What follows belongs to an exercise in optimizing a design on an open flow for small area; a production flow would make more cautious choices. Only simulation tests tie the RTL to the original design; equivalence was not proved. Power is estimated from default activity; no workload was simulated.

`run.sh`:
```
#!/bin/bash
# synth_recipe.tcl (not shown) runs the flow's synth.tcl, then flattens the netlist and writes it again
# the make line also repeats each setting of config.mk as NAME=value (left out here)
make -C /OpenROAD-flow-scripts/flow DESIGN_CONFIG=/design/flow/config.mk WORK_HOME=/design/flow/orfs CLKGATE_MAP_FILE= SYNTH_SCRIPT=/design/flow/synth_recipe.tcl finish
```
`config.mk`:
```
export PLATFORM = sky130hd
export DESIGN_NAME = AXI_ANF
export DESIGN_NICKNAME = AXI_ANF
export VERILOG_FILES = /design/flow/design.v
export SDC_FILE = /design/flow/constraint.sdc
export NUM_CORES = 8
export LEC_CHECK = 0
export CAP_MARGIN = 20
export CORE_MARGIN = 2
export CORE_UTILIZATION = 45
export SLEW_MARGIN = 20
```
`constraint.sdc`:
```
create_clock -name core_clock -period 20.0 [get_ports {clk}]
set_input_delay 4.0000 -clock core_clock [delete_from_list [all_inputs] [get_ports {clk}]]
set_output_delay 4.0000 -clock core_clock [all_outputs]
set_load 0.01 [all_outputs]
```
`design.v`:
```
`timescale 1ns / 1ps
module AXI_ANF#(
    parameter data_width = 24, parameter buff_len = 3)
    (
   input                   clk,
   input                   rst,
   input                   EN, 
   input [data_width-1:0]  s_axis_tdata,
   input                   s_axis_tvalid,
   input                   s_axis_tlast,
   output                  s_axis_tready,
   output [data_width-1:0] m_axis_tdata,
   output                  m_axis_tvalid,
   output                  m_axis_tlast,
   input                   m_axis_tready,
   input [31:0]            s_apb_paddr,
   input                   s_apb_psel,
   input                   s_apb_penable,
   input                   s_apb_pwrite,
   input [31:0]            s_apb_pwdata,
   output                  s_apb_pready,
   output [31:0]           s_apb_prdata,
   output                  s_apb_pslverr,
   output                  led_test
    );
   reg [data_width-1:0]    r_m_axis_tdata;
   reg                     r_m_axis_tvalid;
   reg                     r_m_axis_tlast;
   reg                     r_led;
   localparam         STATE_TYPE_idle =             6'b000000;
   localparam         STATE_TYPE_transferred_left = 6'b000001; 
   localparam         STATE_TYPE_calculate1_left =  6'b000010;                          
   localparam         STATE_TYPE_calculate2_left =  6'b000011; 
   localparam         STATE_TYPE_calculate3_left =  6'b000100; 
   localparam         STATE_TYPE_calculate4_left =  6'b000101;  
   localparam         STATE_TYPE_calculate5_left =  6'b000110;
   localparam         STATE_TYPE_calculate6_left =  6'b000111;
   localparam         STATE_TYPE_calculate7_left =  6'b001000;
   localparam         STATE_TYPE_calculate8_left =  6'b001001;
   localparam         STATE_TYPE_calculate9_left =  6'b001010;
   localparam         STATE_TYPE_calculate10_left = 6'b001011;
   localparam         STATE_TYPE_calculate11_left = 6'b001100;
   localparam         STATE_TYPE_calculate12_left = 6'b001101;
   localparam         STATE_TYPE_calculate13_left = 6'b001110;
   localparam         STATE_TYPE_calculate14_left = 6'b001111;
   localparam         STATE_TYPE_calculate15_left = 6'b010000;
   localparam         STATE_TYPE_calculate16_left = 6'b010001;
   localparam         STATE_TYPE_calculate17_left = 6'b010010;
   localparam         STATE_TYPE_calculate1_buffer= 6'b010011;
   localparam         STATE_TYPE_calculate55_left = 6'b010100;
   localparam         STATE_TYPE_transferred_right= 6'b100000;
   localparam         STATE_TYPE_calculate1_rt =  6'b100010;                          
   localparam         STATE_TYPE_calculate2_rt =  6'b100011; 
   localparam         STATE_TYPE_calculate3_rt =  6'b100100; 
   localparam         STATE_TYPE_calculate4_rt =  6'b100101;  
   localparam         STATE_TYPE_calculate5_rt =  6'b100110;
   localparam         STATE_TYPE_calculate6_rt =  6'b100111;
   localparam         STATE_TYPE_calculate7_rt =  6'b101000;
   localparam         STATE_TYPE_calculate8_rt =  6'b101001;
   localparam         STATE_TYPE_calculate9_rt =  6'b101010;
   localparam         STATE_TYPE_calculate10_rt = 6'b101011;
   localparam         STATE_TYPE_calculate11_rt = 6'b101100;
   localparam         STATE_TYPE_calculate12_rt = 6'b101101;
   localparam         STATE_TYPE_calculate13_rt = 6'b101110;
   localparam         STATE_TYPE_calculate14_rt = 6'b101111;
   localparam         STATE_TYPE_calculate15_rt = 6'b110000;
   localparam         STATE_TYPE_calculate16_rt = 6'b110001;
   localparam         STATE_TYPE_calculate17_rt = 6'b110010;
   localparam         STATE_TYPE_calculate1_buffer_rt= 6'b110011;
   localparam         STATE_TYPE_calculate55_rt = 6'b110100;
   localparam         STATE_TYPE_transferred0 =     6'b111111;  
   integer value;
   reg                     reset;
   reg [5:0]                      state;
   wire                           ready;
   reg                            tlast;
   reg signed [data_width-1:0]    data;
   reg signed [data_width-1:0]    v,v_rt;  
   reg signed [data_width-1:0]    e,e_rt;  
   reg signed [data_width-1:0]    sm,sm1,sm2;  
   reg signed [data_width-1:0]    am,am1,a_init;  
   reg signed [data_width-1:0]    rhom,rhom1,rho_init, rho_inf;  
   reg signed [data_width-1:0]    sm_rt,sm1_rt,sm2_rt;  
   reg signed [data_width-1:0]    am_rt,am1_rt;  
   reg signed [data_width-1:0]    rhom_rt,rhom1_rt;  
   reg signed [data_width-1:0]    mu;  
   reg signed [data_width-1:0]    lambda;  
   reg signed [data_width-1:0]  AC18,AC18_rt;
   reg signed [(data_width*2)-1:0]  AC0, AC1, AC2, AC9, AC10, AC11,AC12,AC13,ac;  
   reg signed [(data_width*3)-1:0]  AC3, AC4, AC5,AC6,AC7,AC8,AC14,AC15,AC16,AC17;  
   reg signed [(data_width*2)-1:0]  AC0_rt, AC1_rt, AC2_rt, AC9_rt, AC10_rt, AC11_rt,AC12_rt,AC13_rt;  
   reg signed [(data_width*3)-1:0]  AC3_rt, AC4_rt, AC5_rt,AC6_rt,AC7_rt,AC8_rt,AC14_rt,AC15_rt,AC16_rt,AC17_rt;  
   always @(posedge clk or negedge rst)
   begin
      if (rst == 1'b0)begin
         state <= STATE_TYPE_idle;
         r_led <= 0;
         r_m_axis_tvalid <= 1'b0;
         e <= 0;
         v <= 0;
         sm1<=0;
         sm<=0;
         sm2<=0;
         rhom<=0;
         am <= 0;
         AC0<=0; AC1<=0; AC2<=0; AC9<=0; AC10<=0; AC11<=0;AC12<=0;AC13<=0;
         AC3<=0; AC4<=0; AC5<=0;AC6<=0;AC7<=0;AC8<=0;AC14<=0;AC15<=0;AC16<=0;AC17<=0;
         AC18 <= 0;
         e_rt <= 0;
         v_rt <= 0;
         sm1_rt<=0;
         sm_rt<=0;
         sm2_rt<=0;
         rhom_rt<=0;
         am_rt <= 0;
         AC0_rt<=0; AC1_rt<=0; AC2_rt<=0; AC9_rt<=0; AC10_rt<=0; AC11_rt<=0;AC12_rt<=0;AC13_rt<=0;
         AC3_rt<=0; AC4_rt<=0; AC5_rt<=0;AC6_rt<=0;AC7_rt<=0;AC8_rt<=0;AC14_rt<=0;AC15_rt<=0;AC16_rt<=0;AC17_rt<=0;
         AC18_rt <= 0;
      end else if (reset == 1)begin
         state <= STATE_TYPE_idle;
         r_led <= 0;
         r_m_axis_tvalid <= 1'b0;
         e <= 0;
         v <= 0;
         sm1<=0;
         sm<=0;
         sm2<=0;
         rhom<=0;
         am <= 0;
         AC0<=0; AC1<=0; AC2<=0; AC9<=0; AC10<=0; AC11<=0;AC12<=0;AC13<=0;
         AC3<=0; AC4<=0; AC5<=0;AC6<=0;AC7<=0;AC8<=0;AC14<=0;AC15<=0;AC16<=0;AC17<=0;
         AC18 <= 0;
         e_rt <= 0;
         v_rt <= 0;
         sm1_rt<=0;
         sm_rt<=0;
         sm2_rt<=0;
         rhom_rt<=0;
         am_rt <= 0;
         AC0_rt<=0; AC1_rt<=0; AC2_rt<=0; AC9_rt<=0; AC10_rt<=0; AC11_rt<=0;AC12_rt<=0;AC13_rt<=0;
         AC3_rt<=0; AC4_rt<=0; AC5_rt<=0;AC6_rt<=0;AC7_rt<=0;AC8_rt<=0;AC14_rt<=0;AC15_rt<=0;AC16_rt<=0;AC17_rt<=0;
         AC18_rt <= 0;
      end else begin
         case (state)
            STATE_TYPE_idle :
            begin
               r_m_axis_tvalid <= 1'b0;
               if( EN == 1)begin
                    r_led <= 1;
                   if ((s_axis_tvalid == 1'b1) & (ready == 1'b1))begin
                      if(s_axis_tlast == 0)begin
                            state <= STATE_TYPE_transferred_left;
                      end else
                            state <= STATE_TYPE_transferred_right;
                   end
               end else begin
                    r_led <= 0;
                    if ((s_axis_tvalid == 1'b1) & (ready == 1'b1))
                      state <= STATE_TYPE_transferred0;
               end
             end
            STATE_TYPE_transferred_left:
               begin
                  r_m_axis_tvalid <= 1'b1;
                  r_m_axis_tdata <= e;    
                  r_m_axis_tlast <= tlast;
                  v <= s_axis_tdata;      
                  tlast <= s_axis_tlast;
                  state <= STATE_TYPE_calculate1_left;
               end
            STATE_TYPE_calculate1_left:
                begin
                    r_m_axis_tvalid <= 1'b0;
                    AC0 <= lambda * rhom1 + (24'h7fffff - lambda)* rho_inf;  
                    state <= STATE_TYPE_calculate2_left;
                end
             STATE_TYPE_calculate2_left:
                begin
                    AC1 <= (AC0 >>> 23);  
                    state <= STATE_TYPE_calculate3_left;
                end   
             STATE_TYPE_calculate3_left:
                begin
                    rhom <= AC1[data_width-1:0];  
                    state <= STATE_TYPE_calculate4_left;
                end 
             STATE_TYPE_calculate4_left:
                begin
                    AC3 <= rhom*am1*sm1;  
                    AC4 <= rhom*rhom*sm2;  
                    state <= STATE_TYPE_calculate5_left;
                end 
            STATE_TYPE_calculate5_left:
                begin
                    AC6 <= AC3 >>> 45;  
                    AC7 <= AC4 >>> 46;  
                    AC18 <= v >>> 4;  
                    state <= STATE_TYPE_calculate55_left;
                end
            STATE_TYPE_calculate55_left:
                begin
                    AC5 <= AC18; 
                    state <= STATE_TYPE_calculate6_left;
                end
            STATE_TYPE_calculate6_left:
                begin
                    AC8 <= AC6 + AC5 - AC7; 
                    state <= STATE_TYPE_calculate7_left;
                end
            STATE_TYPE_calculate7_left:
                begin
                    sm <= AC8[data_width-1:0];  
                    state <= STATE_TYPE_calculate8_left;
                end
            STATE_TYPE_calculate8_left:
                begin
                    AC2 <= am1*sm1;  
                    AC9 <= sm2;  
                    AC10<= sm;   
                    state <= STATE_TYPE_calculate9_left;
                end
            STATE_TYPE_calculate9_left:
                begin
                    AC11 <= AC2 >>>22;  
                    state <= STATE_TYPE_calculate10_left;
                end
            STATE_TYPE_calculate10_left:
                begin
                    AC12 <= AC9 + AC10 - AC11; 
                    state <= STATE_TYPE_calculate11_left;
                end
            STATE_TYPE_calculate11_left:
                begin
                    AC13 <= AC12 <<<4;  
                    state <= STATE_TYPE_calculate12_left;
                end
            STATE_TYPE_calculate12_left:
                begin
                    e <= AC13[data_width-1:0];  
                    state <= STATE_TYPE_calculate13_left;
                end 
             STATE_TYPE_calculate13_left:
                begin
                    AC14 <= mu * e * sm1;  
                    state <= STATE_TYPE_calculate14_left;
                end    
              STATE_TYPE_calculate14_left:
                begin
                    AC15 <= am1;  
                    AC16 <= AC14 >>> 43 ;  
                    state <= STATE_TYPE_calculate15_left;
                end 
              STATE_TYPE_calculate15_left:
                begin
                    AC17 <= AC15+AC16;  
                    state <= STATE_TYPE_calculate1_buffer;
                end 
              STATE_TYPE_calculate1_buffer:
                begin
                    am <= AC17[data_width-1:0];  
                    state <= STATE_TYPE_calculate16_left;
                end
              STATE_TYPE_calculate16_left:
                begin
                    sm2 <= sm1;
                    state <= STATE_TYPE_calculate17_left;
                end 
              STATE_TYPE_calculate17_left:
                begin
                    sm1 <= sm;
                    state <= STATE_TYPE_idle;
                end 
              STATE_TYPE_transferred_right:
               begin
                  r_m_axis_tvalid <= 1'b1;
                  r_m_axis_tdata <= e_rt;    
                  r_m_axis_tlast <= tlast;
                  v_rt <= s_axis_tdata;      
                  tlast <= s_axis_tlast;
                  state <= STATE_TYPE_calculate1_rt;
               end
            STATE_TYPE_calculate1_rt:
                begin
                    r_m_axis_tvalid <= 1'b0;
                    AC0_rt <= lambda * rhom1_rt + (24'h7fffff - lambda)* rho_inf;  
                    state <= STATE_TYPE_calculate2_rt;
                end
             STATE_TYPE_calculate2_rt:
                begin
                    AC1_rt <= (AC0_rt >>> 23);  
                    state <= STATE_TYPE_calculate3_rt;
                end   
             STATE_TYPE_calculate3_rt:
                begin
                    rhom_rt <= AC1_rt[data_width-1:0];  
                    state <= STATE_TYPE_calculate4_rt;
                end 
             STATE_TYPE_calculate4_rt:
                begin
                    AC3_rt <= rhom_rt*am1_rt*sm1_rt;  
                    AC4_rt <= rhom_rt*rhom_rt*sm2_rt;  
                    state <= STATE_TYPE_calculate5_rt;
                end 
            STATE_TYPE_calculate5_rt:
                begin
                    AC6_rt <= AC3_rt >>> 45;  
                    AC7_rt <= AC4_rt >>> 46;  
                    AC18_rt <= v_rt >>> 4;  
                    state <= STATE_TYPE_calculate55_rt;
                end
            STATE_TYPE_calculate55_rt:
                begin
                    AC5_rt <= AC18_rt; 
                    state <= STATE_TYPE_calculate6_rt;
                end
            STATE_TYPE_calculate6_rt:
                begin
                    AC8_rt <= AC6_rt + AC5_rt - AC7_rt; 
                    state <= STATE_TYPE_calculate7_rt;
                end
            STATE_TYPE_calculate7_rt:
                begin
                    sm_rt <= AC8_rt[data_width-1:0];  
                    state <= STATE_TYPE_calculate8_rt;
                end
            STATE_TYPE_calculate8_rt:
                begin
                    AC2_rt <= am1_rt*sm1_rt;  
                    AC9_rt <= sm2_rt;  
                    AC10_rt<= sm_rt;   
                    state <= STATE_TYPE_calculate9_rt;
                end
            STATE_TYPE_calculate9_rt:
                begin
                    AC11_rt <= AC2_rt >>>22;  
                    state <= STATE_TYPE_calculate10_rt;
                end
            STATE_TYPE_calculate10_rt:
                begin
                    AC12_rt <= AC9_rt + AC10_rt - AC11_rt; 
                    state <= STATE_TYPE_calculate11_rt;
                end
            STATE_TYPE_calculate11_rt:
                begin
                    AC13_rt <= AC12_rt <<<4;  
                    state <= STATE_TYPE_calculate12_rt;
                end
            STATE_TYPE_calculate12_rt:
                begin
                    e_rt <= AC13_rt[data_width-1:0];  
                    state <= STATE_TYPE_calculate13_rt;
                end 
             STATE_TYPE_calculate13_rt:
                begin
                    AC14_rt <= mu * e_rt * sm1_rt;  
                    state <= STATE_TYPE_calculate14_rt;
                end    
              STATE_TYPE_calculate14_rt:
                begin
                    AC15_rt <= am1_rt;  
                    AC16_rt <= AC14_rt >>> 43 ;  
                    state <= STATE_TYPE_calculate15_rt;
                end 
              STATE_TYPE_calculate15_rt:
                begin
                    AC17_rt <= AC15_rt+AC16_rt;  
                    state <= STATE_TYPE_calculate1_buffer_rt;
                end 
              STATE_TYPE_calculate1_buffer_rt:
                begin
                    am_rt <= AC17_rt[data_width-1:0];  
                    state <= STATE_TYPE_calculate16_rt;
                end
              STATE_TYPE_calculate16_rt:
                begin
                    sm2_rt <= sm1_rt;
                    state <= STATE_TYPE_calculate17_rt;
                end 
              STATE_TYPE_calculate17_rt:
                begin
                    sm1_rt <= sm_rt;
                    state <= STATE_TYPE_idle;
                end 
              STATE_TYPE_transferred0:
               begin
                  r_m_axis_tvalid <= 1'b1;
                  r_m_axis_tdata <= data;
                  r_m_axis_tlast <= tlast;
                  data <= s_axis_tdata;
                  tlast <= s_axis_tlast;
                  state <= STATE_TYPE_idle;
               end
            default 
               state <= STATE_TYPE_idle;
         endcase
      end
   end
   always @(posedge clk)
   begin
      if (rst == 1'b0 | reset == 1)begin
         am1 <= a_init;
         rhom1 <= rho_init;
         am1_rt <= a_init;
         rhom1_rt <= rho_init;
      end else begin
         if (state == STATE_TYPE_calculate16_left)begin
            rhom1 <= rhom;
            am1 <= am;
         end
         if (state == STATE_TYPE_calculate16_rt)begin
            rhom1_rt <= rhom_rt;
            am1_rt <= am_rt;
         end
      end
   end
   always @(posedge clk)
   begin
        if (rst == 1'b0)begin
             a_init <= 'h200000;          
             rho_init <= 'h666666;        
             rho_inf <= 'h666666;    
             mu <= 'h005000;         
             lambda <= 'h19999a;     
        end else begin
             if ((s_apb_pwrite == 1'b1) & (s_apb_psel == 1'b1) & (s_apb_penable == 1'b1))begin
                    value <= s_apb_pwdata;
                    if(s_apb_pwdata[2:0] == 3'b111)
                        reset<=1;
                    if(s_apb_pwdata[2:0] == 3'b001)begin 
                        a_init <= s_apb_pwdata[26:3];
                    end
                    if(s_apb_pwdata[2:0] == 3'b010)begin 
                        rho_init <= s_apb_pwdata[26:3];
                    end
                    if(s_apb_pwdata[2:0] == 3'b011) 
                        rho_inf <= s_apb_pwdata[26:3];
                    if(s_apb_pwdata[2:0] == 3'b100) 
                        mu <= s_apb_pwdata[26:3];
                    if(s_apb_pwdata[2:0] == 3'b101) 
                        lambda <= s_apb_pwdata[26:3];
                    if(s_apb_pwdata[2:0] == 3'b110)
                        reset<=0;
            end   
         end
   end
   assign ready = m_axis_tready | (~s_axis_tvalid);
   assign s_axis_tready = ready;
   assign m_axis_tvalid = r_m_axis_tvalid;
   assign m_axis_tdata = r_m_axis_tdata;
   assign m_axis_tlast = r_m_axis_tlast;
   assign s_apb_pready = 1'b1;
   assign s_apb_prdata = value;
   assign s_apb_pslverr = 1'b0;
   assign led_test = r_led;
endmodule
```
==> flow_summary.ini <==
[status]
status = finished clean

[power]
switchingPower_w = 0.0144
switching_share_pct = 53.5
power_density_nw_per_um2 = 52.9
seqPwrFrac_pct = 12.4
intPower_w = 0.0125
p_leak_nw = 248
combPwrFrac_pct = 74.8
p_clk_share_pct = 12.8
ir_drop_v = 0.000755

[logic_synthesis]
synth_nets = 67900
synth-seq-area-share_pct = 7.71
yosys_warnings = 1
synth_edf_count = 179
synth_area_per_cell_um2 = 9.18
synth_compound_area_share_pct = 3.73
ys_types = 100
syn_inst = 52600
syn_area_um2 = 483000
synth_seq_cells = 1475
synth_top_family_by_area = adder cells
yosys.area_share.adder_pct = 59.1
synth_mux_area_share_pct = 0.0148
ys.flop_type = dfrtp_1
synth_xor_area_share_pct = 1.62
async_reset_ff_share_pct = 79.7
synth-simple-area-share_pct = 15.6

[setup_path]
crit_arrival_ns = 18.96
required_ns = 20.67
cp-start-kind = flip-flop
cp-end-kind = flip-flop
critPathMaxFanout = 26
critPathSlowestCell = dfrtp_1
crit_path_frequent_cell = fa_1
critPathKind = flip-flop to flip-flop
crit_path_max_incr_delay_ns = 1.09

[route]
vias_per_cell = 5.23
detail-route-antenna-nets = 0
post-route-drc-count = 0
drtIter0Drc = 23400
post_drt_wl_per_cell_um = 21.9
via_count = 341000
drt_pass1_iterations = 6
wl_mm = 1430

[cts]
post_cts_buffers = 0
clockBufferDepth = 4
clkSlewWorstSetupHoldPaths_ns = 0.06
tritoncts = built
insertion_delay_ns = 0.96
cts.sinks = 1475
numCtsBuffers = 179
cts.htree.levels = 4
cts_root_buf = clkbuf_16
cts.repair.resized = 0
cts_hold_buf = 0

[sta]
finalCritPeriodShare_pct = 91.4
rsz0062_at_grt = no
worst_slew_pin_slew_ns = 1.24
hold_violations = 0
fmax_ghz = 0.0547
setup-violations-final = 0
fin_crit_ns = 18.29
clock_skew_ns = 0.158
setup_tns_ns = 0
drv_slew = 0
max-slew-margin-rel_pct = 17.2

[cells_and_area]
final_core_util_pct = 47.4
mostFrequentLayoutCell = inv_1
n_fill_cell = 103000
ff_latch_area_um2 = 37600
drive_above_1_share_pct = 3.56
top_register = value
final_cell_mix = 12.9k x inv_1, 12.5k x fa_1, 9613 x nand2_1
final_area_um2 = 507000
largest_reg_flops = 32
nets = 66400
multiInputGateArea_um2 = 389000
syn_to_final_growth_pct = 5.13

[floorplanning]
rows = 380
die_w_mm = 1.04
dieHeight_mm = 1.04
die_area_um2 = 1080000
start_util_pct = 45.1
ios = 159
core-area_um2 = 1070000

[global_route]
grt_use_total_pct = 27.5
globalRouteOverflowTotal = 0
grt_pass1_wl_mm = 2270
first_global_vias = 372000
antenna_found_initial = 85
grt_max_degree = 183

[run]
drv_cap = 0

[placement]
dp_hpwl_mm = 1110
portBuffers = 124
gp_congestion = 0.896
placed_area_um2 = 501000

[hold_path]
hold_path.class = flip-flop to flip-flop
## cell usage after synthesis, drive strengths merged, types with 179 or more instances
library cell / number / share of area (%)
ha: 2758 / 7.2
fa: 12500 / 52
inv: 12900 / 10
nand2b: 691 / 0.90
xor2: 192 / 0.35
xnor2: 691 / 1.3
o21ai: 325 / 0.34
and2: 4239 / 5.5
nor2b: 343 / 0.44
dfrtp: 1176 / 6.1
nor2: 674 / 0.52
a21oi: 1688 / 1.8
a21o: 335 / 0.52
clkbuf: 2769 / 2.2
edfxtp: 179 / 1.1
nand2: 9622 / 7.5
## worst max-delay path: cells and delay by family (launching register included)
kind / cells / cell delay (ns)
buffers and inverters: 10 / 0.54
adders and majority gates: 16 / 7.77
and+or+nand+nor: 10 / 2.61
xor gates and xnor gates: 1 / 0.87
AOI/OAI and AO/OA: 18 / 5.16
DFF: 1 / 1.09
## power by group through the flow
stage	Clock [W]	Combinational, W	Sequential [W]
4_1_cts	0.00348	0.0200	0.00332
3_5_place_dp	0	0.0199	0.00338
2_1_floorplan	0	0.0133	0.00328
3_3_place_gp	0	0.0197	0.00338
5_1_grt	0.00359	0.0225	0.00334
6_report	0.00342	0.0201	0.00333
## logic make-up (layout without fill, tap and decap cells)
logic type                 after synthesis  in the layout
AOI/OAI and AO/OA                     3015           3015
xor gates and xnor gates               886            886
adders and majority gates            15300          15300
buffers and inverters                15700          14300
DFF                                   1475           1475
muxes                                    7              7
other                                    2             59
and+or+nand+nor                      16200          16200
## area by class of cell
| cell class | count | area share (%) |
|---|---|---|
| multi-input combinational | 35400 | 76.7 |
| inverter | 12900 | 9.54 |
| sequential | 1475 | 7.41 |
| tap | 14100 | 3.49 |
| timing repair buffer | 1082 | 1.70 |
| clock buffer | 243 | 0.986 |
| clock inverter | 86 | 0.186 |
| antenna | 57 | 0.0281 |
## layer usage
metal	global-route usage (%)	part of all wire, %	vias to the layer above
li1	-	-	147000
met1	36.9	40	181000
met2	45.6	48	11500
met3	3.99	7.3	2486
met4	10.3	4.6	32
met5	0	0.017	-
## stage by stage
stage	hold WS (ns)	worst slack (ns)	cells	power (W)
2_1_floorplan	0.400	4.73	52600	0.0166
3_3_place_gp	0.402	1.81	64900	0.0231
3_5_place_dp	0.422	1.72	64900	0.0232
4_1_cts	0.434	1.62	65300	0.0268
5_1_grt	0.442	1.01	65300	0.0294
6_report	0.434	1.71	65300	0.0268
## path summary, 6_finish.rpt
kind | start | endpoint | slack [ns] | depth (start not counted)
setup / recovery | e[7]$_DFFE_PN0P_ | AC14[65]$_DFFE_PN0P_ | 1.71 | 55
hold / removal | tlast$_DFFE_PP_ | r_m_axis_tlast$_DFFE_PP_ | 0.43 | 0
setup reg to reg | e[7]$_DFFE_PN0P_ | AC14[65]$_DFFE_PN0P_ | 1.71 | 55
hold reg to reg | tlast$_DFFE_PP_ | r_m_axis_tlast$_DFFE_PP_ | 0.43 | 0
max in group asynchronous | rst | sm1[5]$_DFFE_PN0P_ | 13.37 | 5
min in group asynchronous | rst | AC10_rt[15]$_DFFE_PN0P_ | 2.98 | 1

## static timing again, ports no longer ideal
Ports are ideal in the flow. The routed layout listed here was re-timed in OpenROAD.
Step 1, drivers: a clkbuf_16 drives clk and a buf_2 each remaining input, both assumed.
Step 2 adds t to the input delays and takes it off the output delays; t is the mean of the earliest and latest rising clock arrival at the registers after step 1. Input paths then give back, and output paths get back, about the clock's delay inside the block.
a / b / c = no drivers / after step 1 / after step 2; a / b = the first two.
t (ns): 1.039
slack for setup (ns): 1.715 / 1.715 / 1.715
worst hold slack (ns): 0.434 / 0.434 / 0.434
worst setup path after step 2: register to register
worst register clock-pin slew, ns: 0.10 / 0.10
After both steps this run still meets setup and hold. For this run, drivers alone change the setup slack by 0.000 ns; drivers and shift together by 0.000 ns.
